This design comes from an exercise in tuning for small area and a short achievable clock period on the open sky130 flow, not from production work.
Power figures rest on the tool's default switching activity, not on a simulated workload.

==> flow/design.v (excerpt) <==
module fpu #(
    parameter WIDTH = 24
)(
    input   logic clk,
    input   wire logic [WIDTH - 1:0] a,
    input   wire logic [WIDTH - 1:0] b,
    input   wire logic [3:0]         opcode,
    output  logic [WIDTH - 1:0] result
);
export LEC_CHECK = 0
export CAP_MARGIN = 20
export CORE_MARGIN = 2
export CORE_UTILIZATION = 40
export SETUP_SLACK_MARGIN = 5
export SLEW_MARGIN = 20
export SYNTH_HIERARCHICAL = 1
export SYNTH_MINIMUM_KEEP_SIZE = 0
create_clock -name core_clock -period 8.5 [get_ports {clk}]
standard.sh (not shown) runs the stock make flow with config.mk's settings and CLKGATE_MAP_FILE= SYNTH_SCRIPT=/design/flow/synth_recipe.tcl, a recipe that flattens the netlist after the stock synthesis.
==> flow/flow/run.sh <==
#!/bin/bash
# The standard layout, except that the input and output ports are
# buffered with sky130_fd_sc_hd__buf_2 cells (buffer_ports -buffer_cell)
# instead of the default delay-cell buffers. ORFS's own logs are kept
# under orfs/logs; make's output goes to standard.log.
set -euo pipefail
export BUFFER_PORTS_ARGS="-buffer_cell sky130_fd_sc_hd__buf_2"
bash standard.sh > standard.log 2>&1
Edit:
--- a/flow/design.v
+++ b/flow/design.v
@@ -1138,70 +1138,68 @@
     input   wire logic [WIDTH - 1:0] a,
     input   wire logic [WIDTH - 1:0] b,
     input   wire logic [3:0]         opcode,
     output  logic [WIDTH - 1:0] result
 );
     wire       abig;
     fp_gt23 u_abig (.x(a[22:0]), .y(b[22:0]), .gt(abig));
     wire       egt;
     fp_gt8 u_egt (.x(a[22:15]), .y(b[22:15]), .gt(egt));
     wire [3:0] dab   = a[18:15] - b[18:15];
     wire [3:0] dba   = b[18:15] - a[18:15];
-    wire       as_in = (opcode == 4'b0000) || (opcode == 4'b0100);
-    wire       swp   = as_in & ~abig;
-    wire       ha    = a[22:15] != 8'd0;
-    wire       hb    = b[22:15] != 8'd0;
     logic [23:0] a1, b1;
     logic [3:0]  op1;
-    logic        abig1;
-    logic        eff1;      
-    logic        ssign1;    
-    logic [3:0]  sh1;       
+    logic        abig1, abig1m;    
+    logic        eff1;              
+    logic [3:0]  sh1;      
     logic        ha1, hb1;  
     always_ff @(posedge clk) begin
-        a1     <= swp ? b : a;
-        b1     <= swp ? a : b;
-        op1    <= opcode;
-        abig1  <= abig;
-        eff1   <= a[23] ^ b[23] ^ opcode[2];
-        ssign1 <= abig ? a[23] : b[23] ^ opcode[2];
-        sh1    <= egt ? dab : dba;    
-        ha1    <= swp ? hb : ha;
-        hb1    <= swp ? ha : hb;
+        a1    <= a;
+        b1    <= b;
+        op1   <= opcode;
+        abig1 <= abig;
+        abig1m <= abig;
+        eff1  <= a[23] ^ b[23] ^ opcode[2];
+        sh1   <= egt ? dab : dba;    
+        ha1   <= a[22:15] != 8'd0;
+        hb1   <= b[22:15] != 8'd0;
     end
     genvar k;
     wire is_as   = (op1 == 4'b0000) || (op1 == 4'b0100);
     wire is_max  = (op1 == 4'b0001);
     wire is_min  = (op1 == 4'b0010);
     wire is_fl   = (op1 == 4'b1000);
     wire is_ce   = (op1 == 4'b1001);
     wire is_mul  = (op1 == 4'b0011);
     wire is_abs  = (op1 == 4'b0101);
     wire is_neg  = (op1 == 4'b0110);
     wire        sa = a1[23];
     wire [7:0]  ea = a1[22:15];
     wire [14:0] fa = a1[14:0];
     wire        sb = b1[23];
     wire [7:0]  eb = b1[22:15];
     wire [14:0] fb = b1[14:0];
     wire [15:0] ma     = {ha1, fa};
     wire [15:0] mb     = {hb1, fb};
+    wire        sbx    = sb ^ op1[2];
     wire        effsub = eff1;
-    wire [15:0] maxm   = ma;
-    wire [15:0] minx   = mb ^ {16{effsub}};
-    wire [7:0]  maxe   = ea;
+    wire [15:0] max_   = ma ^ {16{effsub}};
+    wire [15:0] mbx    = mb ^ {16{effsub}};
+    wire [15:0] maxm   = abig1 ? ma : mb;
+    wire [15:0] minx   = abig1 ? mbx : max_;
+    wire [7:0]  maxe   = abig1m ? ea : eb;
     wire [31:0] shx    = {{16{effsub}}, minx} >> sh1;
-    wire        ssign  = ssign1;
+    wire        ssign  = abig1m ? sa : sbx;
     wire [16:0] sum;
     fp_add16 u_add (.x(maxm), .y(shx[15:0]), .ci(effsub), .s(sum[15:0]), .co(sum[16]));
-    wire        a_gt = (sa == sb) ? (abig1 ^ sa) : sb;
+    wire        a_gt = (sa == sb) ? (abig1m ^ sa) : sb;
     wire [23:0] mm   = (a_gt ^ is_min) ? a1 : b1;
     wire [23:0] pass_r =
         (is_max | is_min) ? mm :
         (is_abs | is_neg) ? {is_neg & ~sa, a1[22:0]} :
         (is_fl | is_ce) ? a1 :
         (sa ? 24'hbf8000 : 24'h3f8000);
     wire [31:0] r0, r1;
     fp_mul_tree u_tree (.fa(fa), .fb(fb), .r0(r0), .r1(r1));
     wire        lo_co;     
     fp_cy10 u_lo (.x(r0[9:0]), .y(r1[9:0]), .co(lo_co));
     wire [8:0]  sum9  = {1'b0, ea} + {1'b0, eb};
Result: Clock power climbs by a few percent. Routed wire length climbs by a few percent. Die area barely changes. Worst setup slack loses 0.080 ns. Worst hold slack loses 0.034 ns. Cell count climbs slightly. Via count climbs by a few percent. Register-to-register slack loses 0.08 ns. Global-route usage climbs by 1.2 points. Non-clock buffer count climbs by 4. First-iteration DRC count drops by roughly a tenth.
Function was not checked in any run of this note: the RTL went through the layout flow alone.

-- re-timing with driven ports --
The flow's constraints put no driver on any port. The routed layouts listed below were extracted and timed again, unchanged, in two steps. Step 1: set_driving_cell puts a clkbuf_16 on clk and a buf_2 on each other input, an assumption about the parent block. Step 2 times the ports against the registers' clock, not the clock port: input delays grow and output delays shrink by t, the midpoint of the rising clock arrivals with the driver on. Three values: ideal ports, drivers, drivers and shift; two values: the first two.
| run | t (ns) | slack for setup (ns) | latest minus earliest clock arrival (ns) |
|---|---|---|---|
| the first run | 0.499 | 5.053 / 5.053 / 4.601 | 0.016 / 0.016 |
| the second run | 0.502 | 4.973 / 4.973 / 4.850 | 0.027 / 0.027 |
After both steps every run listed still meets setup and hold. For the first run, which loses most, drivers alone change the setup slack by 0.000 ns; drivers and shift together by -0.452 ns.
